This is an optimization exercise on Yosys and OpenROAD, whose aim is small area, a short achievable clock period and few clock cycles per item, not a production implementation.
Only simulation tests tie the RTL to the original design; equivalence was not proved.
No activity file was given, so power comes from the tool's default toggle rates.

## mul_div_unit
module mul_div_unit #(
  parameter XLEN = 64
)(
  input  wire                clk,
  input  wire                reset_n,
  input  wire                start,
  input  wire  [3:0]         operation,
  input  wire                is_word_op,
  input  wire  [XLEN-1:0]    operand_a,
  input  wire  [XLEN-1:0]    operand_b,
  output wire  [XLEN-1:0]    result,
  output wire                busy,
  output wire                ready
);
For scale: about 4,000 cells after synthesis, ~250 flip-flops.
Settings: LEC_CHECK=0, CAP_MARGIN=20, CORE_MARGIN=2, CORE_UTILIZATION=40, SETUP_SLACK_MARGIN=1.5, SLEW_MARGIN=20; clock period 6.0 ns.
run.sh (not shown) runs the stock make flow with config.mk's settings and CLKGATE_MAP_FILE= SYNTH_SCRIPT=/design/flow/synth_recipe.tcl, a recipe that flattens the netlist after the stock synthesis.
Testbench counts at the start, summed over its fixed seeds: cycles 36,069, ops 3,200.
Rerun with:
--- a/flow/design.v
+++ b/flow/design.v
@@ -121,19 +121,19 @@
   reg [5:0]  cnt;
   reg [1:0]  mc;         
   reg        e5;         
   reg [2:0]  opr;
   reg        wr;
   reg        sn, sd;     
   reg        negq;       
   reg [6:0]  lzn_r, lzd_r;
   reg        osel;       
-  reg        ohi;        
+  reg        o32;        
   reg        a_sx, a_en, a_inv;     
   reg        sel1, sel2, bneg;      
   reg        tsel1, tsel2, tneg;    
   reg        a_q;                   
   reg        cx;                    
   reg        xs;                    
   wire hi     = ~opr[2] & (opr[1] | opr[0]);
   wire d_sg   = ~opr[0];                      
   wire d_rem  = opr[1];
@@ -191,27 +191,24 @@
     negq_n = negq;
     case (1'b1)
       st[S_IDLE]: begin
         if (start) st_n[operation[2] ? S_DPREP : S_MIT] = 1'b1;
         else st_n[S_IDLE] = 1'b1;
       end
       st[S_MIT]: begin
         osel_n = ~hi;
         if (cnt != 6'd0) st_n[S_MIT] = 1'b1;
-        else if (mc != (wr ? 2'd1 : 2'd3)) st_n[S_SKIP] = 1'b1;
+        else if (~mc[0]) st_n[S_SKIP] = 1'b1;
         else if (e5) st_n[S_MEXT] = 1'b1;
         else done = 1'b1;
       end
       st[S_MEXT]: done = 1'b1;
-      st[S_SKIP]: begin
-        if (cnt != 6'd0) st_n[S_SKIP] = 1'b1;
-        else done = 1'b1;
-      end
+      st[S_SKIP]: done = 1'b1;
       st[S_DPREP]: begin
         if (neg_d) st_n[S_ABSB] = 1'b1;
         else if (neg_n) st_n[S_LZ] = 1'b1;
         else if (sum[68]) begin
           osel_n = ~d_rem;
           done = 1'b1;
         end else st_n[S_SHIFT] = 1'b1;
       end
       st[S_ABSB]:  st_n[S_LZ] = 1'b1;
@@ -284,19 +281,19 @@
     a_sx  <= st_n[S_MIT] | st_n[S_MEXT] | st_n[S_DIT] | st_n[S_CORR];
     a_en  <= st_n[S_MIT] | st_n[S_MEXT] | st_n[S_DIT] | st_n[S_CORR] |
              st_n[S_DPREP] | fin_rem;
     a_inv <= dp_neg | (st_n[S_FIN] & negq_n);
     cx    <= dp_neg | (st_n[S_FIN] & negq_n);
     a_q   <= fin_quot;
     {sel1, sel2, bneg}    <= bd0_n;
     {tsel1, tsel2, tneg}  <= bd1_n;
     osel  <= osel_n;
-    ohi   <= st[S_IDLE] ? (is_word_op & ~operation[2]) : ohi;
+    o32   <= st[S_MIT] ? ~mc[1] : (st[S_IDLE] ? 1'b0 : o32);
     negq  <= negq_n;
     lzn_r <= lzn;
     lzd_r <= lzd;
   end
   always @(posedge clk) begin
     case (1'b1)
       st[S_IDLE]: begin
         opr <= operation[2:0];
         wr  <= is_word_op;
@@ -311,27 +308,26 @@
           xs <= swap ? xa : xb;
         end
         e5  <= (mm == 3'd5);
         mc  <= (mm == 3'd5) ? 2'd3 : mm[1:0] - 2'd1;
         cnt <= (mm == 3'd5) ? 6'd15 : {2'b00, mm[1:0] - 2'd1, 2'b11};
       end
       st[S_MIT]: begin
         ra  <= {sum[68], sum[68:4]};
         rl  <= {sum[3:0], rl[63:4]};
-        cnt <= (cnt == 6'd0) ? {4'd0, (wr ? 2'd0 : 2'd2) - mc} : cnt - 6'd1;
+        cnt <= cnt - 6'd1;
       end
       st[S_MEXT]: begin
         ra <= sum[65:0];
       end
       st[S_SKIP]: begin
         ra  <= {{16{ra[65]}}, ra[65:16]};
         rl  <= {ra[15:0], rl[63:16]};
-        cnt <= cnt - 6'd1;
       end
       st[S_DPREP]: begin
         sn <= neg_n;
         sd <= neg_d;
         rl <= 64'd0;
         if (neg_n)
           ra <= {2'b00, sum[63:0]};
       end
       st[S_ABSB]: begin
@@ -354,15 +350,15 @@
       st[S_CORR]: begin
         ra <= sum[65:0];
       end
       st[S_FIN]: begin
         ra <= {2'b00, sum[63:0]};
       end
       default: ;
     endcase
   end
-  wire [63:0] rv = osel ? rl : ra[63:0];
-  wire [31:0] rw = ohi ? rl[63:32] : rv[31:0];
-  assign result = wr ? {{32{rw[31]}}, rw} : rv;
+  wire [63:0] rv = o32 ? (osel ? {ra[31:0], rl[63:32]} : {{30{ra[65]}}, ra[65:32]})
+                      : (osel ? rl : ra[63:0]);
+  assign result = wr ? {{32{rv[31]}}, rv[31:0]} : rv;
   assign busy   = bsy;
   assign ready  = rdy;
 endmodule
=> Die area increases by 4.4%. Setup slack improves by 73 ps. Global-route usage goes down by 0.10 points. Sequential power increases by 9.0%. Via count grows by 3.1%.
Testbench counts after the change, summed over its fixed seeds: cycles 34,161, ops 3,200.

-- separate check: timing with driven ports --
The flow's constraints put no driver on any port. The routed layouts listed below were extracted and timed again, unchanged, in two steps.
Step 1 assumes that a clkbuf_16 drives the clock port and a buf_2 every other input.
Step 2 adds t to the input delays and takes it off the output delays; t is the mean of the earliest and latest rising clock arrival at the registers after step 1. Input paths then give back, and output paths get back, about the clock's delay inside the block.
Three values: ideal ports, drivers, drivers and shift; two values: the first two.
run	t (ns)	setup slack, ns	worst setup path at the end
the first run	0.641	0.960 / 0.960 / 0.790	input to register
the second run	0.653	1.034 / 1.034 / 0.823	input to register
After both steps setup and hold are still met in every run listed. For the second run, which loses most, drivers alone change the setup slack by 0.000 ns; drivers and shift together by -0.211 ns.
